From an optimization exercise on the open Yosys and OpenROAD flow, aimed at small area; shortcuts taken in it are not production practice. At most, simulation tests tie the RTL to the original design; equivalence was not proved. The RTL of run 2 was laid out without a check of its function.

--- flow/run.sh ---
#!/bin/bash
# synth_recipe.tcl (not shown) runs the flow's synth.tcl, then flattens the netlist and writes it again
# the make line also repeats each setting of config.mk as NAME=value (left out here)
make -C /OpenROAD-flow-scripts/flow DESIGN_CONFIG=/design/flow/config.mk WORK_HOME=/design/flow/orfs CLKGATE_MAP_FILE= SYNTH_SCRIPT=/design/flow/synth_recipe.tcl finish
--- flow/config.mk ---
export PLATFORM = sky130hd
export DESIGN_NAME = main
export DESIGN_NICKNAME = main
export VERILOG_FILES = /design/flow/design.v
export SDC_FILE = /design/flow/constraint.sdc
export NUM_CORES = 4
export LEC_CHECK = 0
export CAP_MARGIN = 20
export CORE_MARGIN = 2
export CORE_UTILIZATION = 45
export PLACE_DENSITY = 0.6
export SLEW_MARGIN = 20
--- flow/constraint.sdc ---
create_clock -name core_clock -period 5.0 [get_ports {clk}]
set_input_delay 1.0000 -clock core_clock [delete_from_list [all_inputs] [get_ports {clk}]]
set_output_delay 1.0000 -clock core_clock [all_outputs]
set_load 0.01 [all_outputs]
--- flow/design.v ---
`timescale 1ns/1ps
`default_nettype none
module adder_1(a, b, c_in, sum, c_out);
input wire a, b, c_in;
output logic sum, c_out;
logic sum0;
logic sum1;
logic carry0;
logic carry1;
always_comb begin
  sum0 = a ^ b;
  sum = sum0 ^ c_in;
  carry0 = a & b;
  carry1 = sum0 & c_in;
  c_out = carry1 | carry0; 
end
endmodule
`timescale 1ns/1ps
`default_nettype none
module eight_input_adder(neighbors, sum);
input  wire [7:0] neighbors;
output logic [3:0] sum;
logic s1, c1, s2, c2, s3, c3, c4, s4, c5, c6;
adder_1 FA1 (.a(neighbors[0]), .b(neighbors[1]), .c_in(neighbors[2]), .sum(s1), .c_out(c1));
adder_1 FA2 (.a(neighbors[3]), .b(neighbors[4]), .c_in(neighbors[5]), .sum(s2), .c_out(c2));
adder_1 FA3 (.a(s1), .b(s2), .c_in(neighbors[6]), .sum(s3), .c_out(c3));
adder_1 HA1 (.a(s3), .b(neighbors[7]), .c_in(1'b0), .sum(sum[0]), .c_out(c4));
adder_1 FA4 (.a(c1), .b(c2), .c_in(c3), .sum(s4), .c_out(c5));
adder_1 HA2 (.a(s4), .b(c4), .c_in(1'b0), .sum(sum[1]), .c_out(c6));
adder_1 HA3 (.a(c5), .b(c6), .c_in(1'b0), .sum(sum[2]), .c_out(sum[3]));
endmodule
module equality_comparator(a, b, out);
input wire [3:0] a;
input wire [3:0] b;
output logic out;
logic [3:0] xor_out;
always_comb begin
    xor_out = a ^ b;
    out = ~xor_out[0] & ~xor_out[1] & ~xor_out[2] & ~xor_out[3];
end
endmodule
`default_nettype none
`timescale 1ns/1ps
module conway_cell(clk, rst, ena, state_0, state_d, state_q, neighbors);
input wire clk;
input wire rst;
input wire ena;
input wire state_0;
output logic state_d;
output logic state_q;
input wire [7:0] neighbors;
logic [3:0] sum;
eight_input_adder eight_input_adder_inst (.neighbors(neighbors), .sum(sum));
logic three_neighbors;
logic two_neighbors;
logic two_or_three_neighbors;
equality_comparator two_neighbors_comparator (.a(sum), .b(4'b0010), .out(two_neighbors));
equality_comparator three_neighbors_comparator (.a(sum), .b(4'b0011), .out(three_neighbors));
always_comb begin
	two_or_three_neighbors = three_neighbors | two_neighbors;
	state_d = (~ state_q & three_neighbors) | (state_q & two_or_three_neighbors);
end
always_ff @(posedge clk) begin : delay
	state_q <= rst ? state_0 : (ena ? state_d : state_q);
end 
endmodule
`default_nettype none  
module main(clk, rst, ena, state_0, cells);
parameter N = 16;  
parameter M = N + 2;  
input wire clk;
input wire rst;
input wire ena;
input wire [N*N-1:0] state_0;
output logic [N*N-1:0] cells;
wire [M*M-1:0] bordered_cells_q;  
wire [M*M-1:0] bordered_cells_d;
logic [M*M-1:0] bordered_cells_0;  
function int cell_index(int i, int j);
  cell_index = M*j + i;
endfunction
generate
  genvar i;
  genvar j;
  for (i = 0; i < M; i = i + 1) begin : cells_x
    for (j = 0; j < M; j = j + 1) begin : cells_y
      if ( (i > 0) && (i < (M-1)) && (j > 0) && (j < (M-1)) ) begin
        assign bordered_cells_0[cell_index(i, j)] = state_0[N*(j-1) + (i-1)];
        conway_cell CELL(
          .clk(clk), .rst(rst), .ena(ena),
          .neighbors({
            bordered_cells_q[cell_index(i-1, j-1)],
            bordered_cells_q[cell_index(i-1, j  )],
            bordered_cells_q[cell_index(i-1, j+1)],
            bordered_cells_q[cell_index(i  , j+1)],
            bordered_cells_q[cell_index(i+1, j+1)],
            bordered_cells_q[cell_index(i+1, j  )],
            bordered_cells_q[cell_index(i+1, j-1)],
            bordered_cells_q[cell_index(i  , j-1)]
          }),
          .state_0(bordered_cells_0[cell_index(i, j)]),
          .state_d(bordered_cells_d[cell_index(i, j)]),
          .state_q(bordered_cells_q[cell_index(i, j)])
        );
      end else begin  
        assign bordered_cells_0[cell_index(i,j)] = 1'b0;
        assign bordered_cells_q[cell_index(i,j)] = bordered_cells_0[cell_index(i,j)];
        assign bordered_cells_d[cell_index(i,j)] = 0;
      end
    end
  end
  for (i = 0; i < N; i = i + 1) begin : unborder
    always_comb begin
        cells[N*(i+1)-1:N*i] = bordered_cells_q[M*(i+2)-2:M*(i+1)+1];
    end
  end
endgenerate
endmodule
`default_nettype wire  
==> results.rst, run 1 <==
.. list-table::
   :header-rows: 1

   * - Metric
     - Value
   * - Outcome
     - timing/DRC/antenna clean
   * - Registers with the most flip-flops
     - cells_x.cells_y.genblk1.CELL.state_q x256
   * - Layout fillers
     - 10250
   * - Number of cells after detailed placement
     - 6678
   * - Global-route wire length before repair
     - 192400 µm
   * - Fin nets
     - ~7200
   * - Synthesized area per cell
     - about 10 µm²
   * - Die outline area
     - between 0.1 and 0.15 mm²
   * - Port bufs
     - roughly 500
   * - Number of global-route vias before repair
     - approximately 34000
   * - Rows
     - approximately 120
   * - Maximum clock insertion buffer count
     - 3
   * - Maximum number of pins on one net before global-route repair
     - between 150 and 200
   * - Max FFs per register
     - 256
   * - Clock slew at the register clock pins of the worst setup and hold paths
     - 0.06 ns
   * - Initial DRC count
     - ~1200
   * - Start-to-end type of the worst setup path
     - flip-flop to flip-flop
   * - Unrepaired setup endpoints after global routing
     - false
   * - Endpoint arrival time on the critical path
     - between 4 and 5 ns
   * - Top Ports
     - around 520
   * - Vias per cell
     - 4.770
   * - Sequential area share after synthesis
     - 0.1540
   * - Die outline height
     - roughly 340 µm
   * - Critical path capture point type
     - flip-flop
   * - Clock skew
     - 0.02877 ns
   * - Post_cts resized
     - 0
   * - Top reg by flops
     - cells_x.cells_y.genblk1.CELL.state_q
   * - Worst-Skew Late Latency
     - around 0.63 ns
   * - Startpoint kind of the worst setup timing path
     - flip-flop
   * - Total iterations of the first detailed-routing run
     - 5
   * - CTS tree
     - yes
   * - Min Tclk post-route
     - ~3.6 ns
   * - DRC violation count after routing
     - 0
   * - Number of nets produced by synthesis
     - approximately 6900
   * - Yosys reg bits
     - roughly 260
   * - Sink Count
     - about 260
   * - Worst hold path class
     - flip-flop to flip-flop
   * - Biggest area consumer among synthesized cells
     - fa_1
   * - DP Wirelength
     - between 90000 and 100000 µm
   * - Syn Std Cell Area
     - 0.04992 mm²
   * - Required time at the worst-slack endpoint
     - roughly 5.5 ns
   * - End-of-flow core utilization
     - 0.5081
   * - Root buffer cell
     - clkbuf_16
   * - Setup Fix Bufs, Post-CTS
     - 0
   * - Overall routing resource usage
     - 0.2212
   * - Final count of hold timing violations
     - 0
   * - Max cap viols
     - 0
   * - DRT Wirelength
     - 119700 µm
   * - Hold slack
     - between 0.7 and 0.8 ns
   * - Number of nets still failing antenna checks after routing
     - 0
   * - Setup TNS
     - 0 ns
   * - Proportion of netlist area held by the largest area contributor
     - 0.3609
   * - Slew Viols, Final
     - 0
   * - Final Setup Violations
     - 0
   * - Maximum net fanout on the critical path
     - 8
   * - Number of clock buffers inserted by TritonCTS
     - 44
   * - Synthesized instance count
     - 4978
   * - Final global-route overflow total
     - 0
   * - Normalized max-slew margin
     - 0.4149
   * - Peak clock frequency supported by timing
     - 276.4 MHz
   * - Yosys synthesis warning count
     - 4
   * - Initial core utilization
     - 0.4523
   * - Measured slew at the worst slew-check pin
     - 0.8777 ns
   * - Hold Buf Count CTS
     - 0
   * - Ratio of cells with drive above 1 in the final layout
     - 0.01387
   * - Die width
     - about 340 µm
   * - Total number of vias
     - between 30000 and 40000
   * - Period Utilization, post-route
     - 0.7236
   * - DR WL/cell
     - ~18 µm
   * - RePlAce Congestion
     - ~0.84
   * - Top cells by area, synth
     - fa_1, ha_1, edfxtp_1
   * - Post-Layout Cell Count
     - between 6000 and 7000
   * - Area growth from synthesis to layout
     - 12.32%
   * - Library cells used by synthesis
     - 22
   * - Number of H-tree levels
     - 2
   * - Number of antenna violations at the first check in global routing
     - 35
   * - Core Area
     - around 0.11 mm²
[layer usage]
| metal | vias to the layer above | share of wire | track usage |
|---|---|---|---|
| met5 | - | 0.0023 | 0 |
| met4 | 42 | 0.027 | 0.05937 |
| met3 | 159 | 0.066 | 0.05498 |
| met2 | 524 | 0.49 | 0.3730 |
| met1 | 16310 | 0.42 | 0.2828 |
| li1 | 15220 | - | - |
[area by class of cell]
type / instances / area (µm²) / share of cell area
Antenna cell: 11 / 27.53 / 0.0004909
Multi-Input combinational cell: 2672 / 33410 / 0.5958
Clock inverter: 16 / 77.57 / 0.001383
Clock buffer: 58 / 1175 / 0.02095
Inverter: 1738 / 6524 / 0.1163
Sequential cell: 256 / 7687 / 0.1371
Tap cell: 1488 / 1862 / 0.03320
Timing Repair Buffer: 524 / 5313 / 0.09475
[final timing paths]
path,slack [ns],cells past startpoint,to,from
max reg2reg,1.38,9,cells_x[7].cells_y[10].genblk1.CELL.state_q,cells_x[8].cells_y[10].genblk1.CELL.state_q
max,1.38,9,cells_x[7].cells_y[10].genblk1.CELL.state_q,cells_x[8].cells_y[10].genblk1.CELL.state_q
min reg2reg,0.71,2,cells_x[16].cells_y[1].genblk1.CELL.state_q,cells_x[16].cells_y[1].genblk1.CELL.state_q
min,0.71,2,cells_x[16].cells_y[1].genblk1.CELL.state_q,cells_x[16].cells_y[1].genblk1.CELL.state_q
[synthesized netlist by cell type, drive strengths merged]
master and instances:
edfxtp 256, nand2b 5, or2 1, nand2 248, nor2b 4, clkbuf 7, o41ai 23, o21bai 3
buf 305, a32o 5, nor2 251, fa 900, a22o 3, ha 779, inv 1738, or4b 224
o21ai 226
[cell families after synthesis]
kind of cell | synth area share
buffers and inverters | 0.1769
adders and majority gates | 0.5562
and+or+nand+nor | 0.08399
AOI/OAI and AO/OA | 0.02897
DFF | 0.1540
[worst max-delay path, cell delays in order, from the launching register on]
cell and delay [ns]:
edfxtp_1 0.64, inv_1 0.23, fa_1 0.54, fa_1 0.45
fa_1 0.49, inv_1 0.05, ha_1 0.19, ha_1 0.26
or4b_1 0.51, o21ai_1 0.12
[metrics by stage]
step / setup slack, ns / instance area, µm²
CTS: 1.334 / 56040
detailed placement: 1.338 / 54790
global placement: 1.373 / 54790
global route: 1.164 / 56060
finish: 1.382 / 56070
floorplan: 1.233 / 49920
[cell usage in the layout, fill, tap and decap left out, drive strengths merged]
cell type,count
a22o,3
edfxtp,256
a32o,5
o21bai,3
or4b,224
nor2b,4
clkinv,14
buf,11
nand2b,5
diode,11
clkbuf,58
nor2,251
o21ai,226
or2,1
ha,779
o41ai,23
fa,900
inv,1740
clkdlybuf4s50,513
nand2,248
==> inputs of run 2 (changes only) <==
==> flow/design.v (replaced) <==
`default_nettype none
module adder_1(a, b, c_in, sum, c_out);
input wire a, b, c_in;
output logic sum, c_out;
assign sum = a ^ b ^ c_in;
assign c_out = (a & b) | (a & c_in) | (b & c_in);
endmodule
`default_nettype wire
`default_nettype none
module conway_cell(rst, ena, state_0, state_q, s0, k, v0, v1, state_d);
input wire rst, ena, state_0, state_q;
input wire s0, k, v0, v1;
output logic state_d;
logic nxt;
assign nxt = s0 ? ((v0 ^ k) & ~v1) : (state_q & (v1 ? ~(v0 | k) : (v0 & k)));
assign state_d = rst ? state_0 : (ena ? nxt : state_q);
endmodule
`default_nettype wire
`default_nettype none
module main(clk, rst, ena, state_0, cells);
parameter N = 16;
input wire clk;
input wire rst;
input wire ena;
input wire [N*N-1:0] state_0;
output logic [N*N-1:0] cells;
logic [(N+2)*N-1:0] t0, t1;
logic [N*N-1:0] s0, k, v0, v1, nxt;
genvar x, y;
generate
  for (y = 0; y < N; y = y + 1) begin : g_row
    assign t0[(N+2)*y] = 1'b0;
    assign t1[(N+2)*y] = 1'b0;
    assign t0[(N+2)*y + N+1] = 1'b0;
    assign t1[(N+2)*y + N+1] = 1'b0;
    for (x = 0; x < N; x = x + 1) begin : g_col
      if (y == 0) begin : g_top
        assign t0[(N+2)*y + x+1] = cells[N*y + x] ^ cells[N*(y+1) + x];
        assign t1[(N+2)*y + x+1] = cells[N*y + x] & cells[N*(y+1) + x];
      end else if (y == N-1) begin : g_bot
        assign t0[(N+2)*y + x+1] = cells[N*(y-1) + x] ^ cells[N*y + x];
        assign t1[(N+2)*y + x+1] = cells[N*(y-1) + x] & cells[N*y + x];
      end else begin : g_mid
        adder_1 vsum (.a(cells[N*(y-1) + x]), .b(cells[N*y + x]), .c_in(cells[N*(y+1) + x]),
                      .sum(t0[(N+2)*y + x+1]), .c_out(t1[(N+2)*y + x+1]));
      end
    end
  end
  for (y = 0; y < N; y = y + 1) begin : g_cy
    for (x = 0; x < N; x = x + 1) begin : g_cx
      localparam int L = (N+2)*y + x;
      localparam int I = N*y + x;
      if (x == 0) begin : g_left
        assign s0[I] = t0[L+1] ^ t0[L+2];
        assign k[I] = t0[L+1] & t0[L+2];
        assign v0[I] = t1[L+1] ^ t1[L+2];
        assign v1[I] = t1[L+1] & t1[L+2];
      end else if (x == N-1) begin : g_right
        assign s0[I] = t0[L] ^ t0[L+1];
        assign k[I] = t0[L] & t0[L+1];
        assign v0[I] = t1[L] ^ t1[L+1];
        assign v1[I] = t1[L] & t1[L+1];
      end else begin : g_mid
        adder_1 hsum0 (.a(t0[L]), .b(t0[L+1]), .c_in(t0[L+2]), .sum(s0[I]), .c_out(k[I]));
        adder_1 hsum1 (.a(t1[L]), .b(t1[L+1]), .c_in(t1[L+2]), .sum(v0[I]), .c_out(v1[I]));
      end
      conway_cell rule (.rst(rst), .ena(ena), .state_0(state_0[I]), .state_q(cells[I]),
                        .s0(s0[I]), .k(k[I]), .v0(v0[I]), .v1(v1[I]), .state_d(nxt[I]));
    end
  end
endgenerate
always_ff @(posedge clk)
  cells <= nxt;
endmodule
`default_nettype wire
--- a/flow/config.mk
+++ b/flow/config.mk
@@ -12 +12,2 @@
 export SLEW_MARGIN = 20
+export SYNTH_HIERARCHICAL = 1
==> results.rst, run 2 <==
.. list-table::
   :header-rows: 1

   * - Metric
     - Value
   * - Outcome
     - timing/DRC/antenna clean
   * - Post-synth EDFFs
     - 0
   * - Most common library cells after synthesis
     - inv_1, fa_1, ha_1
   * - Final Setup Violations
     - 0
   * - Endpoint arrival time on the critical path
     - a little under 2 ns
   * - Port bufs
     - 514
   * - Area growth from synthesis to layout
     - 19.94%
   * - Critical Path Slowest Stage Cell
     - clkdlybuf4s50_1
   * - Die outline area
     - just over 0.09 mm²
   * - Area after detailed placement
     - about 0.047 mm²
   * - Most common cell after layout, fill and taps aside
     - inv_1
   * - Layout fillers
     - approximately 8000
   * - Start-to-end type of the worst setup path
     - flip-flop to output pin
   * - Final count of hold timing violations
     - 0
   * - Yosys synthesis warning count
     - 7
   * - Hold slack
     - ~0.59 ns
   * - Worst-Skew Late Latency
     - 0.58 ns
   * - Measured slew at the worst slew-check pin
     - about 0.94 ns
   * - Post_cts resized
     - 0
   * - Total number of vias
     - 29800
   * - Total iterations of the first detailed-routing run
     - 7
   * - Number of clock buffers inserted by TritonCTS
     - a little over 40
   * - Syn Std Cell Area
     - slightly above 0.04 mm²
   * - RePlAce Congestion
     - approximately 0.84
   * - Yosys reg bits
     - 256
   * - Rows
     - 110
   * - Min Tclk post-route
     - between 2 and 3 ns
   * - DP Wirelength
     - a little over 90000 µm
   * - Global-route wire length before repair
     - ~180000 µm
   * - Clock slew at the register clock pins of the worst setup and hold paths
     - roughly 0.05 ns
   * - Initial DRC count
     - between 1500 and 2000
   * - Setup Slack @ Placement
     - 2.339 ns
   * - Final global-route overflow total
     - 0
   * - Critical path buffer and inverter count
     - 1
   * - Max FFs per register
     - approximately 260
   * - Sequential area share after synthesis
     - 0.1262
   * - Dominant cell by count in the synthesized netlist
     - inv_1
   * - Registers with the most flip-flops
     - cells x256
   * - Cells along the critical path
     - clkdlybuf4s50_1
   * - Root buffer cell
     - clkbuf_16
   * - CTS tree
     - yes
   * - Number of H-tree levels
     - 2
   * - Final worst setup slack
     - between 2 and 2.5 ns
   * - Period Utilization, post-route
     - 0.5935
   * - Worst hold path class
     - flip-flop to flip-flop
   * - Critical path capture point type
     - output pin
   * - Biggest area consumer among synthesized cells
     - fa_1
   * - Startpoint kind of the worst setup timing path
     - flip-flop
   * - Area of all placed cells without fillers
     - about 0.049 mm²
   * - Core Area
     - between 0.08 and 0.09 mm²
   * - Slew Viols, Final
     - 0
   * - Unrepaired setup endpoints after global routing
     - false
   * - Vias per cell
     - about 5.3
   * - Top reg by flops
     - cells
   * - Library cells used by synthesis
     - 9
   * - Normalized max-slew margin
     - 0.3747
   * - Setup TNS
     - 0 ns
   * - Synthesized area per cell
     - approximately 11 µm²
   * - Max cap viols
     - 0
   * - Longest individual stage delay on the worst path
     - around 0.76 ns
   * - Number of global-route vias before repair
     - 31570
   * - Required time at the worst-slack endpoint
     - about 4.0 ns
   * - Number of nets still failing antenna checks after routing
     - 0
   * - Clock skew
     - approximately 0.024 ns
   * - Number of nets produced by synthesis
     - 5379
   * - Fin nets
     - around 5900
   * - Post-synth ARST share
     - 0
   * - DRT Wirelength
     - about 110000 µm
   * - Sink Count
     - 256
   * - Synthesized instance count
     - roughly 3800
   * - Number of antenna violations at the first check in global routing
     - 38
   * - Initial core utilization
     - 0.4524
   * - Hold Buf Count CTS
     - 0
   * - Setup Fix Bufs, Post-CTS
     - 0
   * - DR WL/cell
     - slightly below 20 µm
   * - Most used cells in the layout excluding fill and tap cells
     - inv_1, fa_1, ha_1
   * - Maximum net fanout on the critical path
     - 6
   * - Ratio of cells with drive above 1 in the final layout
     - 0.01578
   * - Peak clock frequency supported by timing
     - ~340 MHz
   * - Overall routing resource usage
     - 0.2455
   * - Top FF cell, synth
     - dfxtp_1
   * - Die width
     - just over 300 µm
   * - Maximum clock insertion buffer count
     - 3
   * - Top Ports
     - between 500 and 600
   * - Die outline height
     - slightly above 300 µm
   * - DRC violation count after routing
     - 0
   * - Top cell family by delay on the critical path
     - buffers and inverters
   * - Top cells by area, synth
     - fa_1, ha_1, dfxtp_1
   * - Maximum number of pins on one net before global-route repair
     - roughly 130
   * - Proportion of netlist area held by the largest area contributor
     - 0.3314
## run 2: cell types whose count changed after synthesis, moves of 220 or more
| cell | before | now |
|---|---|---|
| a21oi_1 | 0 | 256 |
| a32oi_1 | 0 | 256 |
| buf_4 | 259 | 0 |
| dfxtp_1 | 0 | 256 |
| edfxtp_1 | 256 | 0 |
| fa_1 | 900 | 672 |
| inv_1 | 1738 | 1024 |
| mux2_1 | 0 | 256 |
| nand2_1 | 248 | 0 |
| nand3b_1 | 0 | 256 |
| nand4b_1 | 0 | 256 |
| nor2_1 | 251 | 0 |
| o21ai_1 | 221 | 0 |
| or4b_1 | 220 | 0 |
## run 2: layout make-up
cell class / count / area [µm²] / share of cell area
antenna: 14 / 35.03 / 0.0007194
clock inverter: 4 / 27.53 / 0.0005653
sequential: 256 / 5125 / 0.1052
clock buffer: 66 / 1230 / 0.02526
timing repair buffer: 526 / 5333 / 0.1095
tap: 1176 / 1471 / 0.03022
multi-input combinational: 2560 / 31630 / 0.6496
inverter: 1024 / 3844 / 0.07893
## run 2: per-stage QoR
step,cells,utilization
floorplan,3840,-
global placement,5542,0.5282
detailed placement,5542,0.5282
CTS,5612,0.5423
global route,5620,0.5425
finish,5626,0.5427
## run 2: layer usage
layer  vias to the layer above  wire length (µm)  track usage
li1                      14260                 -            -
met3                       151              6722      0.05669
met5                         -               300            0
met1                     14800             47020       0.3152
met4                        48              2533      0.06159
met2                       537             54040       0.4174
## run 2: final timing paths
| kind | start | to | slack, ns | cells after the start |
|---|---|---|---|---|
| min reg2reg | cells[244] | cells[244] | 0.59 | 2 |
| max | cells[164] | cells[164] | 2.03 | 1 |
| max reg2reg | cells[135] | cells[120] | 2.41 | 6 |
| min | cells[244] | cells[244] | 0.59 | 2 |
## run 2: Yosys stat by module, one instance, submodules excluded
module / times used / cell area, µm²
main: 1 / 6326
adder_1: 672 / 20.02
conway_cell: 256 / 81.33
## run 2: cell families (layout without fill, tap and decap cells)
logic type               Yosys count  count (layout)  share of synthesized area
adder cells (fa/ha/maj)         1280            1280                     0.5187
buffers and inverters           1024            1620                    0.09467
AO/OA/AOI/OAI                    512             512                    0.08679
AND/OR/NAND/NOR                  512             512                     0.1026
multiplexers                     256             256                    0.07101
flip-flops                       256             256                     0.1262
other                              0              14                          0
==> inputs of run 3 (changes only) <==
--- a/flow/design.v
+++ b/flow/design.v
@@ -9,4 +9,4 @@
 `default_nettype none
-module conway_cell(rst, ena, state_0, state_q, s0, k, v0, v1, state_d);
-input wire rst, ena, state_0, state_q;
+module conway_cell(ld, st, hd, state_0, state_q, s0, k, v0, v1, state_d);
+input wire ld, st, hd, state_0, state_q;
 input wire s0, k, v0, v1;
@@ -15,3 +15,3 @@
 assign nxt = s0 ? ((v0 ^ k) & ~v1) : (state_q & (v1 ? ~(v0 | k) : (v0 & k)));
-assign state_d = rst ? state_0 : (ena ? nxt : state_q);
+assign state_d = (ld & state_0) | (st & nxt) | (hd & state_q);
 endmodule
@@ -28,2 +28,6 @@
 logic [N*N-1:0] s0, k, v0, v1, nxt;
+logic ld, st, hd;
+assign ld = rst;
+assign st = ~rst & ena;
+assign hd = ~rst & ~ena;
 genvar x, y;
@@ -66,3 +70,3 @@
       end
-      conway_cell rule (.rst(rst), .ena(ena), .state_0(state_0[I]), .state_q(cells[I]),
+      conway_cell rule (.ld(ld), .st(st), .hd(hd), .state_0(state_0[I]), .state_q(cells[I]),
                         .s0(s0[I]), .k(k[I]), .v0(v0[I]), .v1(v1[I]), .state_d(nxt[I]));
==> results.rst, run 3 <==
.. list-table::
   :header-rows: 1

   * - Metric
     - Value
   * - Outcome
     - timing/DRC/antenna clean
   * - Post_cts resized
     - 0
   * - Vias per cell
     - approximately 5.3
   * - Hold slack
     - 0.6947 ns
   * - Port bufs
     - between 500 and 600
   * - Min Tclk post-route
     - between 3 and 4 ns
   * - Worst hold path class
     - flip-flop to flip-flop
   * - Proportion of synthesized area in mux cells
     - 0
   * - Die width
     - 302.1 µm
   * - Overall routing resource usage
     - 0.2515
   * - Most common cell after layout, fill and taps aside
     - inv_1
   * - Number of nets still failing antenna checks after routing
     - 0
   * - Post-synth EDFFs
     - 0
   * - Clock skew
     - about 0.036 ns
   * - Sequential area share after synthesis
     - 0.1282
   * - DRT Wirelength
     - ~110000 µm
   * - Core Area
     - between 0.08 and 0.09 mm²
   * - Cells along the critical path
     - clkdlybuf4s50_1
   * - Number of nets produced by synthesis
     - between 5000 and 6000
   * - Longest individual stage delay on the worst path
     - approximately 0.76 ns
   * - Critical Path Slowest Stage Cell
     - clkdlybuf4s50_1
   * - Area of all placed cells without fillers
     - just under 0.05 mm²
   * - Required time at the worst-slack endpoint
     - 4.00 ns
   * - Top FF cell, synth
     - dfxtp_1
   * - Unrepaired setup endpoints after global routing
     - false
   * - Rows
     - 109
   * - Final Setup Violations
     - 0
   * - Normalized max-slew margin
     - 0.2793
   * - Syn Std Cell Area
     - roughly 0.040 mm²
   * - Clock slew at the register clock pins of the worst setup and hold paths
     - roughly 0.050 ns
   * - Global-route wire length before repair
     - ~180000 µm
   * - Synthesized instance count
     - between 3000 and 4000
   * - Startpoint kind of the worst setup timing path
     - flip-flop
   * - Max cap viols
     - 0
   * - Peak clock frequency supported by timing
     - between 300 and 400 MHz
   * - Final global-route overflow total
     - 0
   * - Number of H-tree levels
     - 2
   * - Registers with the most flip-flops
     - cells x256
   * - Post-synth ARST share
     - 0
   * - Total iterations of the first detailed-routing run
     - 5
   * - Maximum net fanout on the critical path
     - 6
   * - Total number of vias
     - roughly 30000
   * - Final count of hold timing violations
     - 0
   * - DRC violation count after routing
     - 0
   * - Critical path capture point type
     - output pin
   * - Synthesized area per cell
     - approximately 10 µm²
   * - Ratio of cells with drive above 1 in the final layout
     - 0.01556
   * - Period Utilization, post-route
     - 0.6063
   * - DR WL/cell
     - slightly below 20 µm
   * - Area share of fa/ha/maj cells after synthesis
     - 0.5268
   * - Start-to-end type of the worst setup path
     - flip-flop to output pin
   * - Setup Fix Bufs, Post-CTS
     - 0
   * - Area after detailed placement
     - about 0.047 mm²
   * - Most common library cells after synthesis
     - inv_1, fa_1, ha_1
   * - Top Ports
     - about 520
   * - Root buffer cell
     - clkbuf_16
   * - Slew Viols, Final
     - 0
   * - Setup TNS
     - 0 ns
   * - Top reg by flops
     - cells
   * - Synthesized-area fraction occupied by xor and xnor cells
     - 0
   * - Synthesized-area fraction occupied by and/or/nand/nor cells
     - 0.08858
   * - Library cells used by synthesis
     - 12
   * - Yosys synthesis warning count
     - 7
   * - Max FFs per register
     - roughly 260
   * - Die outline height
     - just over 300 µm
   * - Number of antenna violations at the first check in global routing
     - 37
   * - Yosys reg bits
     - approximately 260
   * - Maximum clock insertion buffer count
     - 3
   * - CTS tree
     - yes
   * - Dominant cell by count in the synthesized netlist
     - inv_1
   * - Initial core utilization
     - 0.4530
   * - Sink Count
     - between 200 and 300
   * - Maximum number of pins on one net before global-route repair
     - about 160
   * - Initial DRC count
     - between 1000 and 1500
   * - Area fraction in compound gates after synthesis
     - 0.1843
   * - Number of clock buffers inserted by TritonCTS
     - 40
   * - Fin nets
     - 5944
   * - Top cell family by delay on the critical path
     - buffers and inverters
   * - Number of global-route vias before repair
     - around 31000
   * - Biggest area consumer among synthesized cells
     - fa_1
   * - RePlAce Congestion
     - roughly 0.85
   * - Measured slew at the worst slew-check pin
     - roughly 1.1 ns
   * - Area growth from synthesis to layout
     - 20.16%
   * - Die outline area
     - between 0.09 and 0.1 mm²
   * - DP Wirelength
     - between 80000 and 90000 µm
   * - Top cells by area, synth
     - fa_1, ha_1, dfxtp_1
   * - Most used cells in the layout excluding fill and tap cells
     - inv_1, fa_1, ha_1
   * - Endpoint arrival time on the critical path
     - between 2 and 2.5 ns
   * - Critical path buffer and inverter count
     - 1
   * - Hold Buf Count CTS
     - 0
   * - Worst-Skew Late Latency
     - just under 0.6 ns
   * - Main combinational cell family by area after synthesis
     - adder cells
   * - Proportion of netlist area held by the largest area contributor
     - 0.3365
-- run 3: worst paths after layout --
| path | start | cells past startpoint | slack, ns | endpoint |
|---|---|---|---|---|
| max | cells[147] | 1 | 1.97 | cells[147] |
| min | cells[241] | 2 | 0.69 | cells[241] |
| max reg2reg | cells[147] | 7 | 2.36 | cells[132] |
| min reg2reg | cells[241] | 2 | 0.69 | cells[241] |
-- run 3: per-module statistics from Yosys, one instance, submodules excluded --
module | times used | cells inside | flops+latches
conway_cell | 256 | 11 | 0
adder_1 | 672 | 1 | 0
main | 1 | 354 | 256
-- run 3: through the flow --
step	setup slack, ns	instances	util
3_5_place_dp	2.183	5528	0.5293
4_1_cts	1.961	5599	0.5439
3_3_place_gp	2.206	5528	0.5293
6_report	1.969	5617	0.5444
2_1_floorplan	0.7773	3842	-
5_1_grt	1.911	5613	0.5442
-- run 3: cells by family (layout without fill, tap and decap cells) --
| group | count (synthesis) | count (layout) |
|---|---|---|
| DFF | 256 | 256 |
| adders and majority gates | 1280 | 1280 |
| AOI/OAI and AO/OA | 1024 | 1024 |
| buffers and inverters | 768 | 1360 |
| and+or+nand+nor | 514 | 514 |
| other | 0 | 18 |
-- run 3: cell type report --
class | count | area (µm²)
sequential | 256 | 5125
inverter | 768 | 2883
tap | 1165 | 1458
multi-input combinational | 2818 | 31980
timing repair buffer | 521 | 5265
clock inverter | 7 | 48.80
clock buffer | 64 | 1234
antenna | 18 | 45.04
fill | 7905 | 40200
-- run 3: routing by layer --
metal  GRT usage  wire [µm]
met5           0        252
met4     0.07567       3267
met3     0.06019       6682
met2      0.4286      54410
met1      0.3163      46590
==> inputs of run 4 (changes only) <==
--- a/flow/design.v
+++ b/flow/design.v
@@ -9,2 +9,34 @@
 `default_nettype none
+module gate_a21oi(a1, a2, b1, y);
+input wire a1, a2, b1;
+output logic y;
+assign y = ~((a1 & a2) | b1);
+endmodule
+module gate_o21ai(a1, a2, b1, y);
+input wire a1, a2, b1;
+output logic y;
+assign y = ~((a1 | a2) & b1);
+endmodule
+module gate_nand4b(a_n, b, c, d, y);
+input wire a_n, b, c, d;
+output logic y;
+assign y = ~(~a_n & b & c & d);
+endmodule
+module gate_o2111ai(a1, a2, b1, c1, d1, y);
+input wire a1, a2, b1, c1, d1;
+output logic y;
+assign y = ~((a1 | a2) & b1 & c1 & d1);
+endmodule
+module gate_o211ai(a1, a2, b1, c1, y);
+input wire a1, a2, b1, c1;
+output logic y;
+assign y = ~((a1 | a2) & b1 & c1);
+endmodule
+module gate_a22oi(a1, a2, b1, b2, y);
+input wire a1, a2, b1, b2;
+output logic y;
+assign y = ~((a1 & a2) | (b1 & b2));
+endmodule
+`default_nettype wire
+`default_nettype none
 module conway_cell(ld, st, hd, state_0, state_q, s0, k, v0, v1, state_d);
@@ -13,5 +45,13 @@
 output logic state_d;
-logic nxt;
-assign nxt = s0 ? ((v0 ^ k) & ~v1) : (state_q & (v1 ? ~(v0 | k) : (v0 & k)));
-assign state_d = (ld & state_0) | (st & nxt) | (hd & state_q);
+logic n_kv_or_v1;    
+logic n_kv_and_v1;   
+logic n_four;        
+logic n_three;       
+logic n_hold_load;   
+gate_a21oi  g1 (.a1(k), .a2(v0), .b1(v1), .y(n_kv_or_v1));
+gate_o21ai  g2 (.a1(k), .a2(v0), .b1(v1), .y(n_kv_and_v1));
+gate_nand4b g3 (.a_n(s0), .b(n_kv_and_v1), .c(state_q), .d(st), .y(n_four));
+gate_o2111ai g4 (.a1(k), .a2(v0), .b1(s0), .c1(n_kv_or_v1), .d1(st), .y(n_three));
+gate_a22oi  g5 (.a1(hd), .a2(state_q), .b1(ld), .b2(state_0), .y(n_hold_load));
+gate_o211ai g6 (.a1(n_kv_or_v1), .a2(n_four), .b1(n_three), .c1(n_hold_load), .y(state_d));
 endmodule
==> results.rst, run 4 <==
.. list-table::
   :header-rows: 1

   * - Metric
     - Value
   * - Launching point of the worst reg2reg path
     - cells[145]
   * - Maximum clock insertion buffer count
     - 3
   * - Area growth from synthesis to layout
     - 22.37%
   * - Fin nets
     - 4161
   * - Clock skew
     - between 0.02 and 0.025 ns
   * - Synthesized area per cell
     - between 10 and 15 µm²
   * - Post-synth ARST share
     - 0
   * - Core Area
     - between 0.07 and 0.08 mm²
   * - Die outline height
     - 286.1 µm
   * - Worst R2R Setup Slack
     - between 2 and 3 ns
   * - Critical hold path startpoint
     - cells[3]
   * - Initial DRC count
     - 1310
   * - RePlAce Congestion
     - 0.8493
   * - Sink Count
     - roughly 260
   * - Yosys reg bits
     - ~260
   * - Most used cells in the layout excluding fill and tap cells
     - fa_1, clkdlybuf4s50_1
   * - Post-synth EDFFs
     - 0
   * - Number of cells after detailed placement
     - 4141
   * - Hold Buf Count CTS
     - 0
   * - DRC violation count after routing
     - 0
   * - Top reg by flops
     - cells
   * - DP Wirelength
     - ~91000 µm
   * - Period Utilization, post-route
     - 0.5986
   * - Port bufs
     - 514
   * - Area of all placed cells without fillers
     - ~0.044 mm²
   * - Total iterations of the first detailed-routing run
     - 5
   * - Top cells by area, synth
     - fa_1, dfxtp_1, o2111ai_2
   * - Max cap viols
     - 0
   * - Post_cts resized
     - 0
   * - Clock slew at the register clock pins of the worst setup and hold paths
     - 0.06 ns
   * - Number of clock buffers inserted by TritonCTS
     - 41
   * - Area after detailed placement
     - around 0.043 mm²
   * - Number of nets produced by synthesis
     - 3589
   * - Number of antenna violations at the first check in global routing
     - 26
   * - Dominant cell by count in the synthesized netlist
     - fa_1
   * - Max FFs per register
     - between 200 and 300
   * - Registers with the most flip-flops
     - cells x256
   * - Biggest area consumer among synthesized cells
     - fa_1
   * - Yosys synthesis warning count
     - 7
   * - Reg-to-reg critical path endpoint
     - cells[130]
   * - Peak clock frequency supported by timing
     - between 300 and 400 MHz
   * - Normalized max-slew margin
     - 0.3045
   * - Root buffer cell
     - clkbuf_16
   * - Required time at the worst-slack endpoint
     - roughly 4 ns
   * - Slew Viols, Final
     - 0
   * - Layout fillers
     - between 6000 and 7000
   * - Syn Std Cell Area
     - 0.03581 mm²
   * - Startpoint kind of the worst setup timing path
     - flip-flop
   * - Global-route wire length before repair
     - approximately 180000 µm
   * - Critical path buffer and inverter count
     - 1
   * - Die width
     - 286.1 µm
   * - Cell depth of the worst setup path
     - 1
   * - Endpoint arrival time on the critical path
     - 1.99 ns
   * - Vias per cell
     - about 6.5
   * - Most common cell after layout, fill and taps aside
     - fa_1
   * - Cells along the critical path
     - clkdlybuf4s50_1
   * - Total number of vias
     - roughly 27000
   * - Synthesized instance count
     - 2562
   * - DR WL/cell
     - around 27 µm
   * - Measured slew at the worst slew-check pin
     - roughly 1.0 ns
   * - Final count of hold timing violations
     - 0
   * - Post-Layout Cell Count
     - 4217
   * - Top cell family by delay on the critical path
     - flip-flops
   * - Setup Fix Bufs, Post-CTS
     - 0
   * - Min Tclk post-route
     - between 2 and 3 ns
   * - Sequential area share after synthesis
     - 0.1431
   * - Number of cells on the worst hold path
     - 2
   * - Longest individual stage delay on the worst path
     - ~0.73 ns
   * - Maximum net fanout on the critical path
     - 6
   * - Number of global-route vias before repair
     - around 30000
   * - Proportion of netlist area held by the largest area contributor
     - 0.3757
   * - Overall routing resource usage
     - 0.2823
   * - Number of cells on the worst reg-to-reg path
     - 5
   * - CTS tree
     - yes
   * - Outcome
     - timing/DRC/antenna clean
   * - Number of H-tree levels
     - 2
   * - Ratio of cells with drive above 1 in the final layout
     - 0.3474
   * - Number of nets still failing antenna checks after routing
     - 0
   * - Critical Path Slowest Stage Cell
     - dfxtp_1
   * - Final global-route overflow total
     - 0
   * - Library cells used by synthesis
     - 11
   * - Final Setup Violations
     - 0
   * - Start-to-end type of the worst setup path
     - flip-flop to output pin
   * - Top FF cell, synth
     - dfxtp_1
   * - Worst-Skew Late Latency
     - 0.58 ns
   * - Top Ports
     - roughly 520
   * - Endpoint with the worst hold slack
     - cells[3]
   * - DRT Wirelength
     - roughly 110000 µm
   * - Rows
     - 103
   * - Initial core utilization
     - 0.4541
   * - Die outline area
     - approximately 0.082 mm²
   * - Unrepaired setup endpoints after global routing
     - false
   * - Maximum number of pins on one net before global-route repair
     - roughly 140
   * - Worst hold path class
     - flip-flop to flip-flop
   * - Critical path capture point type
     - output pin
   * - End-of-flow core utilization
     - 0.5557
run 4: cell type report:
class	instances	area [µm²]	area share
timing repair buffer	529	5375	0.1227
antenna	6	15.01	0.0003426
multi-input combinational	2306	30690	0.7004
clock buffer	66	1252	0.02858
clock inverter	4	48.80	0.001113
tap	1050	1314	0.02998
sequential	256	5125	0.1169
run 4: through the flow:
step | setup slack, ns | setup TNS, ns | hold slack (ns)
2_1_floorplan | -4.273 | -1093.07 | 0.6232
3_3_place_gp | 1.866 | 0 | 0.6139
3_5_place_dp | 1.783 | 0 | 0.6323
4_1_cts | 1.923 | 0 | 0.6385
5_1_grt | 1.888 | 0 | 0.6596
6_report | 2.007 | 0 | 0.6376
run 4: per-module statistics from Yosys (local to each module, per instance), excerpt:
module        flops+latches  area [µm²]  copies in the design
gate_o2111ai              0       15.01                   256
main                    256        6344                     1
gate_nand4b               0       8.758                   256
gate_o21ai                0       5.005                   256
gate_o211ai               0       12.51                   256
gate_a21oi                0       8.758                   256
gate_a22oi                0       12.51                   256
adder_1                   0       20.02                   672
run 4: cell families after synthesis:
family	after synthesis	share of synthesized area
compound gates	1280	0.3846
fa+ha+maj	768	0.4092
flops	256	0.1431
simple gates	258	0.06310
run 4: metal layers:
metal | part of all wire | track usage | vias up
met5 | 0.0021 | 0 | -
met4 | 0.033 | 0.09162 | 40
met2 | 0.50 | 0.4732 | 627
li1 | - | - | 11960
met3 | 0.060 | 0.06272 | 198
met1 | 0.41 | 0.3628 | 14380
run 4: how the worst max path moves through the flow:
stage                     startpoint    endpoint  slack (ns)
after detailed placement         ena  cells[138]        1.78
after floorplan                  ena    cells[0]       -4.27
final                     cells[144]  cells[144]        2.01
after global placement           ena  cells[150]        1.87
after CTS                 cells[144]  cells[144]        1.92
after global routing      cells[144]  cells[144]        1.89
==> inputs of run 5 (changes only) <==
==> flow/flow/run.sh (new file) <==
#!/bin/bash
# Own flow: the standard layout, with three changes:
#  - after synthesis, every combinational cell gets its smallest drive strength
#    (flow/downsize.tcl); the resizer repairs slew, capacitance and timing later;
#  - the port buffers are sky130_fd_sc_hd__buf_1;
#  - clock tree synthesis without dummy loads.
set -euo pipefail
here=$(pwd)
bash standard.sh \
  "POST_SYNTH_TCL=$here/flow/downsize.tcl" \
  "BUFFER_PORTS_ARGS=-buffer_cell sky130_fd_sc_hd__buf_1" \
  "CTS_ARGS=-sink_clustering_enable -repair_clock_nets -dont_use_dummy_load" \
  finish > "$here/standard_flow.log" 2>&1
==> flow/flow/downsize.tcl (new file) <==
# Post-synthesis hook: give every combinational cell the smallest drive
# strength of its function (the resizer repairs slew and timing later).
# Sequential cells keep the cell the standard synthesis gave them.
set db [ord::get_db]
set block [ord::get_db_block]
set n 0
foreach inst [$block getInsts] {
  set m [$inst getMaster]
  set name [$m getName]
  if { ![regexp {^(sky130_fd_sc_hd__[a-z0-9]+)_([0-9]+)$} $name -> base drive] } { continue }
  if { [regexp {^sky130_fd_sc_hd__(df|edf|sdf|sedf|dl|clkbuf|conb|tap|fill|decap)} $base] } { continue }
  set best $m
  set best_area [expr { [$m getWidth] * [$m getHeight] }]
  foreach d {0 1 2} {
    set cand [$db findMaster "${base}_$d"]
    if { $cand eq "NULL" || $cand eq "" } { continue }
    set a [expr { [$cand getWidth] * [$cand getHeight] }]
    if { $a < $best_area } { set best $cand; set best_area $a }
  }
  if { $best ne $m } {
    $inst swapMaster $best
    incr n
  }
}
puts "downsize: $n cells given a smaller drive strength"
==> flow/standard.sh (new file) <==
#!/bin/bash
# synth_recipe.tcl (not shown) runs the flow's synth.tcl, then flattens the netlist and writes it again
# the make line also repeats each setting of config.mk as NAME=value (left out here)
make -C /OpenROAD-flow-scripts/flow DESIGN_CONFIG=/design/flow/config.mk WORK_HOME=/design/flow/orfs CLKGATE_MAP_FILE= SYNTH_SCRIPT=/design/flow/synth_recipe.tcl "${@:-finish}"
removed: flow/run.sh
==> results.rst, run 5 <==
.. list-table::
   :header-rows: 1

   * - Metric
     - Value
   * - Outcome
     - timing/DRC/antenna clean
   * - Global-route met3 utilization
     - 0.06027
   * - Synthesized instance count
     - about 2600
   * - Required time at the worst-slack endpoint
     - 4.00 ns
   * - Synthesized area per cell
     - between 10 and 15 µm²
   * - Number of antenna violations at the first check in global routing
     - 40
   * - DRT Wirelength
     - approximately 100000 µm
   * - Peak clock frequency supported by timing
     - approximately 390 MHz
   * - Critical Path Slowest Stage Cell
     - dfxtp_1
   * - Rows
     - 95
   * - Measured slew at the worst slew-check pin
     - roughly 0.77 ns
   * - DP Wirelength
     - 81810 µm
   * - Start-to-end type of the worst setup path
     - flip-flop to output pin
   * - Setup TNS
     - 0 ns
   * - End-of-flow core utilization
     - 0.5194
   * - Maximum clock insertion buffer count
     - 3
   * - Endpoint arrival time on the critical path
     - about 1.6 ns
   * - Area of all placed cells without fillers
     - roughly 0.035 mm²
   * - Longest individual stage delay on the worst path
     - 0.73 ns
   * - Die outline height
     - 265.1 µm
   * - Slew Viols, Final
     - 0
   * - Min Tclk post-route
     - between 2 and 3 ns
   * - Normalized max-slew margin
     - 0.4838
   * - Clock slew at the register clock pins of the worst setup and hold paths
     - 0.05 ns
   * - Total iterations of the first detailed-routing run
     - 5
   * - Sink Count
     - between 200 and 300
   * - Number of nets still failing antenna checks after routing
     - 0
   * - Die outline area
     - approximately 0.070 mm²
   * - Setup Fix Bufs, Post-CTS
     - 0
   * - Startpoint kind of the worst setup timing path
     - flip-flop
   * - Maximum number of pins on one net before global-route repair
     - 130
   * - Final global-route overflow total
     - 0
   * - Hold Buf Count CTS
     - 0
   * - Syn Std Cell Area
     - ~0.03 mm²
   * - Most used cells in the layout excluding fill and tap cells
     - fa_1, buf_1
   * - Max cap viols
     - 0
   * - RePlAce Congestion
     - just over 0.9
   * - Yosys synthesis warning count
     - 7
   * - Top Ports
     - about 520
   * - Worst-Skew Late Latency
     - between 0.5 and 0.6 ns
   * - Critical path capture point type
     - output pin
   * - Core Area
     - around 0.067 mm²
   * - Number of cells after detailed placement
     - a little under 4000
   * - Met2 Track Usage GR
     - 0.4765
   * - CTS tree
     - yes
   * - Worst hold path class
     - flip-flop to flip-flop
   * - Top cell family by delay on the critical path
     - flip-flops
   * - Most common cell after layout, fill and taps aside
     - fa_1
   * - Area after detailed placement
     - between 0.03 and 0.04 mm²
   * - Final count of hold timing violations
     - 0
   * - Cells along the critical path
     - buf_1
   * - Max FFs per register
     - 256
   * - Number of clock buffers inserted by TritonCTS
     - 38
   * - Vias per cell
     - between 6 and 7
   * - Top reg by flops
     - cells
   * - Critical path buffer and inverter count
     - 1
   * - Area growth from synthesis to layout
     - 13.91%
   * - Initial DRC count
     - slightly below 2000
   * - Number of H-tree levels
     - 2
   * - Number of nets produced by synthesis
     - about 3600
   * - Global-route wire length before repair
     - between 150000 and 200000 µm
   * - Maximum net fanout on the critical path
     - 6
   * - Post-Layout Cell Count
     - approximately 4000
   * - Final Setup Violations
     - 0
   * - DRC violation count after routing
     - 0
   * - Ratio of cells with drive above 1 in the final layout
     - 0.01727
   * - Die width
     - around 270 µm
   * - Registers with the most flip-flops
     - cells x256
   * - Number of global-route vias before repair
     - 28870
   * - Layout fillers
     - just over 6000
   * - Overall routing resource usage
     - 0.2978
   * - Clock skew
     - roughly 0.04 ns
   * - Port bufs
     - ~510
   * - Most congested layer reported by global routing
     - met2
   * - Global routing met1 resource utilization
     - 0.3958
   * - Total number of vias
     - 27240
   * - Period Utilization, post-route
     - 0.5121
   * - Unrepaired setup endpoints after global routing
     - false
   * - Fin nets
     - 4156
   * - Post_cts resized
     - 0
   * - Root buffer cell
     - clkbuf_16
   * - Initial core utilization
     - 0.4560
   * - DR WL/cell
     - about 26 µm
run 5: through the flow:
stage,setup slack (ns),hold slack [ns]
CTS,2.415,0.6076
finish,2.439,0.6108
detailed placement,2.023,0.5979
global route,2.381,0.6378
global placement,2.087,0.5884
floorplan,-2.080,0.6059
run 5: worst paths after layout:
path | depth (start not counted) | startpoint | endpoint | slack, ns
worst min register to register | 2 | cells[240] | cells[240] | 0.61
worst min-delay path | 2 | cells[240] | cells[240] | 0.61
worst max-delay path | 1 | cells[110] | cells[110] | 2.44
worst max register to register | 5 | cells[109] | cells[94] | 2.63
run 5: layer usage:
metal / part of all wire / routed length, µm
met1: 0.41 / 42620
met2: 0.47 / 49170
met3: 0.068 / 7020
met4: 0.044 / 4530
met5: 0.0022 / 229
run 5: cell type report:
class | instances | area [µm²] | area share
timing repair buffer | 527 | 2143 | 0.06133
tap | 873 | 1092 | 0.03126
antenna | 26 | 65.06 | 0.001862
clock buffer | 38 | 950.9 | 0.02721
sequential | 256 | 5125 | 0.1467
multi-input combinational | 2306 | 25570 | 0.7317
==> inputs of run 6 (changes only) <==
==> flow/design.v (replaced) <==
`default_nettype none
module adder_1(a, b, c_in, sum, c_out);
input wire a, b, c_in;
output logic sum, c_out;
assign sum = a ^ b ^ c_in;
assign c_out = (a & b) | (a & c_in) | (b & c_in);
endmodule
module half_adder(a, b, sum, c_out);
input wire a, b;
output logic sum, c_out;
assign sum = a ^ b;
assign c_out = a & b;
endmodule
module gate_xor2(a, b, y);
input wire a, b;
output logic y;
assign y = a ^ b;
endmodule
module gate_xnor2(a, b, y);
input wire a, b;
output logic y;
assign y = ~(a ^ b);
endmodule
module gate_a21o(a1, a2, b1, y);
input wire a1, a2, b1;
output logic y;
assign y = (a1 & a2) | b1;
endmodule
module gate_nor2(a, b, y);
input wire a, b;
output logic y;
assign y = ~(a | b);
endmodule
module gate_nor3(a, b, c, y);
input wire a, b, c;
output logic y;
assign y = ~(a | b | c);
endmodule
module gate_nand2(a, b, y);
input wire a, b;
output logic y;
assign y = ~(a & b);
endmodule
module gate_o21ai(a1, a2, b1, y);
input wire a1, a2, b1;
output logic y;
assign y = ~((a1 | a2) & b1);
endmodule
module gate_a22oi(a1, a2, b1, b2, y);
input wire a1, a2, b1, b2;
output logic y;
assign y = ~((a1 & a2) | (b1 & b2));
endmodule
`default_nettype wire
`default_nettype none
module conway_cell(ld, n_st, hd, state_0, state_q, n0, kk, w0, w1, state_d);
parameter bit has_w1 = 1'b1;
input wire ld, n_st, hd, state_0, state_q;
input wire n0, kk, w0, w1;
output logic state_d;
logic same;          
logic one_st;        
logic n_step;        
logic n_hold_load;   
gate_xnor2 g1 (.a(kk), .b(w0), .y(same));
if (has_w1) begin : g_w1
  gate_nor3 g2 (.a(same), .b(w1), .c(n_st), .y(one_st));
end else begin : g_no_w1
  gate_nor2 g2 (.a(same), .b(n_st), .y(one_st));
end
gate_o21ai g3 (.a1(n0), .a2(state_q), .b1(one_st), .y(n_step));
gate_a22oi g4 (.a1(hd), .a2(state_q), .b1(ld), .b2(state_0), .y(n_hold_load));
gate_nand2 g5 (.a(n_step), .b(n_hold_load), .y(state_d));
endmodule
`default_nettype wire
`default_nettype none
module main(clk, rst, ena, state_0, cells);
parameter N = 16;
input wire clk;
input wire rst;
input wire ena;
input wire [N*N-1:0] state_0;
output logic [N*N-1:0] cells;
logic [N*N-1:0] p0, p1, t0, t1;
logic [N*N-1:0] n0, kk, w0, w1;
logic [N*N-1:0] nxt;
logic ld, n_st, hd;
assign ld = rst;
assign n_st = rst | ~ena;
assign hd = ~rst & ~ena;
genvar x, y;
generate
  for (y = 0; y < N; y = y + 1) begin : g_row
    for (x = 0; x < N; x = x + 1) begin : g_col
      localparam int I = N*y + x;
      if (y == 0) begin : g_top
        assign p0[I] = cells[I+N];
        assign p1[I] = 1'b0;
        half_adder vt (.a(cells[I+N]), .b(cells[I]), .sum(t0[I]), .c_out(t1[I]));
      end else if (y == N-1) begin : g_bot
        assign p0[I] = cells[I-N];
        assign p1[I] = 1'b0;
        half_adder vt (.a(cells[I-N]), .b(cells[I]), .sum(t0[I]), .c_out(t1[I]));
      end else begin : g_mid
        half_adder vp (.a(cells[I-N]), .b(cells[I+N]), .sum(p0[I]), .c_out(p1[I]));
        gate_xor2 vt0 (.a(p0[I]), .b(cells[I]), .y(t0[I]));
        gate_a21o vt1 (.a1(p0[I]), .a2(cells[I]), .b1(p1[I]), .y(t1[I]));
      end
      if (x == 0) begin : g_left
        half_adder h0 (.a(t0[I+1]), .b(p0[I]), .sum(n0[I]), .c_out(kk[I]));
        if (y == 0 || y == N-1) begin : g_corner
          assign w0[I] = t1[I+1];
          assign w1[I] = 1'b0;
        end else begin : g_edge
          half_adder h1 (.a(t1[I+1]), .b(p1[I]), .sum(w0[I]), .c_out(w1[I]));
        end
      end else if (x == N-1) begin : g_right
        half_adder h0 (.a(t0[I-1]), .b(p0[I]), .sum(n0[I]), .c_out(kk[I]));
        if (y == 0 || y == N-1) begin : g_corner
          assign w0[I] = t1[I-1];
          assign w1[I] = 1'b0;
        end else begin : g_edge
          half_adder h1 (.a(t1[I-1]), .b(p1[I]), .sum(w0[I]), .c_out(w1[I]));
        end
      end else begin : g_inner
        adder_1 h0 (.a(t0[I-1]), .b(p0[I]), .c_in(t0[I+1]), .sum(n0[I]), .c_out(kk[I]));
        if (y == 0 || y == N-1) begin : g_edge
          half_adder h1 (.a(t1[I-1]), .b(t1[I+1]), .sum(w0[I]), .c_out(w1[I]));
        end else begin : g_mid
          adder_1 h1 (.a(t1[I-1]), .b(p1[I]), .c_in(t1[I+1]), .sum(w0[I]), .c_out(w1[I]));
        end
      end
      conway_cell #(.has_w1((x > 0 && x < N-1) || (y > 0 && y < N-1)))
        rule (.ld(ld), .n_st(n_st), .hd(hd), .state_0(state_0[I]), .state_q(cells[I]),
              .n0(n0[I]), .kk(kk[I]), .w0(w0[I]), .w1(w1[I]), .state_d(nxt[I]));
    end
  end
endgenerate
always_ff @(posedge clk)
  cells <= nxt;
endmodule
`default_nettype wire
--- a/flow/flow/run.sh
+++ b/flow/flow/run.sh
@@ -11,3 +11,3 @@
   "BUFFER_PORTS_ARGS=-buffer_cell sky130_fd_sc_hd__buf_1" \
-  "CTS_ARGS=-sink_clustering_enable -repair_clock_nets -dont_use_dummy_load" \
+  "CTS_ARGS=-sink_clustering_enable -repair_clock_nets -dont_use_dummy_load -buf_list sky130_fd_sc_hd__clkbuf_8 -sink_clustering_size 12 -sink_clustering_max_diameter 50" \
   finish > "$here/standard_flow.log" 2>&1
==> results.rst, run 6 <==
.. list-table::
   :header-rows: 1

   * - Metric
     - Value
   * - Outcome
     - timing/DRC/antenna clean
   * - Required time at the worst-slack endpoint
     - around 4.0 ns
   * - DRT Wirelength
     - roughly 89000 µm
   * - Area growth from synthesis to layout
     - 12.96%
   * - Port bufs
     - a little over 500
   * - Cells along the critical path
     - buf_1
   * - Number of antenna violations at the first check in global routing
     - 22
   * - Area after detailed placement
     - 0.03230 mm²
   * - Die outline area
     - between 0.06 and 0.07 mm²
   * - Die width
     - 259.1 µm
   * - Total iterations of the first detailed-routing run
     - 5
   * - Fin nets
     - roughly 4400
   * - Peak clock frequency supported by timing
     - slightly above 400 MHz
   * - Setup TNS
     - 0 ns
   * - Number of global-route vias before repair
     - roughly 26000
   * - Global-route wire length before repair
     - ~140000 µm
   * - Die outline height
     - approximately 260 µm
   * - Maximum clock insertion buffer count
     - 3
   * - Sink Count
     - ~260
   * - Core Area
     - 0.06446 mm²
   * - Most common cell after layout, fill and taps aside
     - buf_1
   * - Number of H-tree levels
     - 2
   * - Top reg by flops
     - cells
   * - Min Tclk post-route
     - between 2 and 2.5 ns
   * - CP Launch Point
     - cells[152]
   * - Clock skew
     - between 0.06 and 0.07 ns
   * - Final global-route overflow total
     - 0
   * - Rows
     - slightly above 90
   * - DRC violation count after routing
     - 0
   * - Total number of vias
     - 23710
   * - Worst-Skew Late Latency
     - between 0.6 and 0.7 ns
   * - Max FFs per register
     - 256
   * - Maximum net fanout on the critical path
     - 7
   * - Critical path capture point type
     - output pin
   * - Ratio of cells with drive above 1 in the final layout
     - 0.02072
   * - Start-to-end type of the worst setup path
     - flip-flop to output pin
   * - Setup Fix Bufs, Post-CTS
     - 0
   * - Registers with the most flip-flops
     - cells x256
   * - Normalized max-slew margin
     - 0.1984
   * - Number of clock buffers inserted by TritonCTS
     - between 50 and 60
   * - Top Ports
     - 515
   * - Overall routing resource usage
     - 0.2617
   * - Storage cell area
     - 0.005125 mm²
   * - Number of nets still failing antenna checks after routing
     - 0
   * - Top cell family by delay on the critical path
     - flip-flops
   * - DP Wirelength
     - about 69000 µm
   * - Yosys synthesis warning count
     - 7
   * - Period Utilization, post-route
     - 0.4965
   * - Unrepaired setup endpoints after global routing
     - false
   * - Max cap viols
     - 0
   * - Initial core utilization
     - 0.4544
   * - Most used cells in the layout excluding fill and tap cells
     - buf_1, fa_1, ha_1
   * - Final Setup Violations
     - 0
   * - Longest individual stage delay on the worst path
     - roughly 0.52 ns
   * - Vias per cell
     - roughly 5.7
   * - Launching point of the worst reg2reg path
     - cells[123]
   * - Clock slew at the register clock pins of the worst setup and hold paths
     - about 0.070 ns
   * - Final count of hold timing violations
     - 0
   * - Critical Path Slowest Stage Cell
     - dfxtp_1
   * - Measured slew at the worst slew-check pin
     - between 1 and 1.5 ns
   * - Number of nets produced by synthesis
     - between 3000 and 4000
   * - CTS tree
     - yes
   * - RePlAce Congestion
     - approximately 0.9
   * - Critical hold path startpoint
     - state_0[151]
   * - Area of all placed cells without fillers
     - approximately 0.033 mm²
   * - Synthesized instance count
     - between 2000 and 3000
   * - DR WL/cell
     - approximately 21 µm
   * - Critical path buffer and inverter count
     - 1
   * - Slew Viols, Final
     - 0
   * - Initial DRC count
     - 1420
   * - Synthesized area per cell
     - roughly 11 µm²
   * - Root buffer cell
     - clkbuf_8
   * - Syn Std Cell Area
     - approximately 0.029 mm²
   * - Hold Buf Count CTS
     - 0
   * - Startpoint kind of the worst setup timing path
     - flip-flop
   * - Layout fillers
     - 6005
   * - Worst hold path class
     - input port to flip-flop
   * - Area taken by multi-input logic gates
     - 0.02406 mm²
   * - Endpoint arrival time on the critical path
     - 1.48 ns
   * - Post_cts resized
     - 0
   * - Maximum number of pins on one net before global-route repair
     - 186
-- run 6: final cells by class --
cell class              instances  share of cell area
clock buffers                  56             0.02329
flip-flops and latches        256              0.1549
well taps                     855             0.03233
repair buffers                524             0.06182
multi-input cells            2494              0.7272
diodes                          6           0.0004538
-- run 6: routing by layer --
| layer | share of wire | wire, µm | vias up | GRT usage |
|---|---|---|---|---|
| met1 | 0.38 | 33710 | 11700 | 0.2964 |
| met2 | 0.51 | 45490 | 635 | 0.4727 |
| met5 | 0.0025 | 226 | - | 0 |
| li1 | - | - | 11150 | - |
| met4 | 0.034 | 3035 | 32 | 0.08972 |
| met3 | 0.070 | 6249 | 200 | 0.07108 |
-- run 6: worst min-delay path, delay by kind of cell --
kind                   cells  cell delay [ns]
buffers and inverters      1             0.07
AO/OA/AOI/OAI              1             0.06
AND/OR/NAND/NOR            1             0.05
-- run 6: stage by stage --
stage / cells / utilization / hold slack, ns / worst slack, ns
2_1_floorplan: 2782 / - / 0.5724 / 0.7649
3_3_place_gp: 4129 / 0.5011 / 0.5396 / 1.965
3_5_place_dp: 4129 / 0.5011 / 0.5587 / 1.895
4_1_cts: 4185 / 0.5131 / 0.4620 / 2.457
5_1_grt: 4188 / 0.5132 / 0.4998 / 2.405
6_report: 4191 / 0.5133 / 0.5310 / 2.518
-- run 6: final timing paths --
check	endpoint	slack, ns	cells past startpoint
hold reg to reg	cells[11]	0.56	2
setup / recovery	cells[152]	2.52	1
setup reg to reg	cells[108]	2.72	7
hold / removal	cells[151]	0.53	3

## what the ideal ports hide
In the flow no input, the clock included, has a driving cell. The finished layouts below were timed again as built, in two steps.
Step 1 sets driving cells, clkbuf_16 on the clock port and buf_2 on the other inputs (assumed; they add their load-dependent delay and slew).
Step 2 also shifts input and output timing later by t, the mid clock arrival at the registers, as if the neighbouring blocks saw the same clock.
a / b / c = no drivers / after step 1 / after step 2; a / b = the first two.
run | t, ns | setup WS [ns] | hold slack, ns
run 1 | 0.684 | 1.382 / 1.382 / 1.382 | 0.714 / 0.714 / 0.714
run 2 | 0.633 | 2.032 / 1.963 / 2.265 | 0.591 / 0.591 / 0.591
run 3 | 0.639 | 1.969 / 1.900 / 2.002 | 0.695 / 0.695 / 0.695
run 4 | 0.641 | 2.007 / 1.936 / 1.702 | 0.638 / 0.638 / 0.638
run 5 | 0.619 | 2.439 / 2.373 / 1.984 | 0.611 / 0.611 / 0.611
run 6 | 0.693 | 2.518 / 2.458 / 1.887 | 0.531 / 0.497 / 0.565
After both steps every run listed still meets setup and hold. For run 6, which loses most, drivers alone change the setup slack by -0.060 ns; drivers and shift together by -0.631 ns.
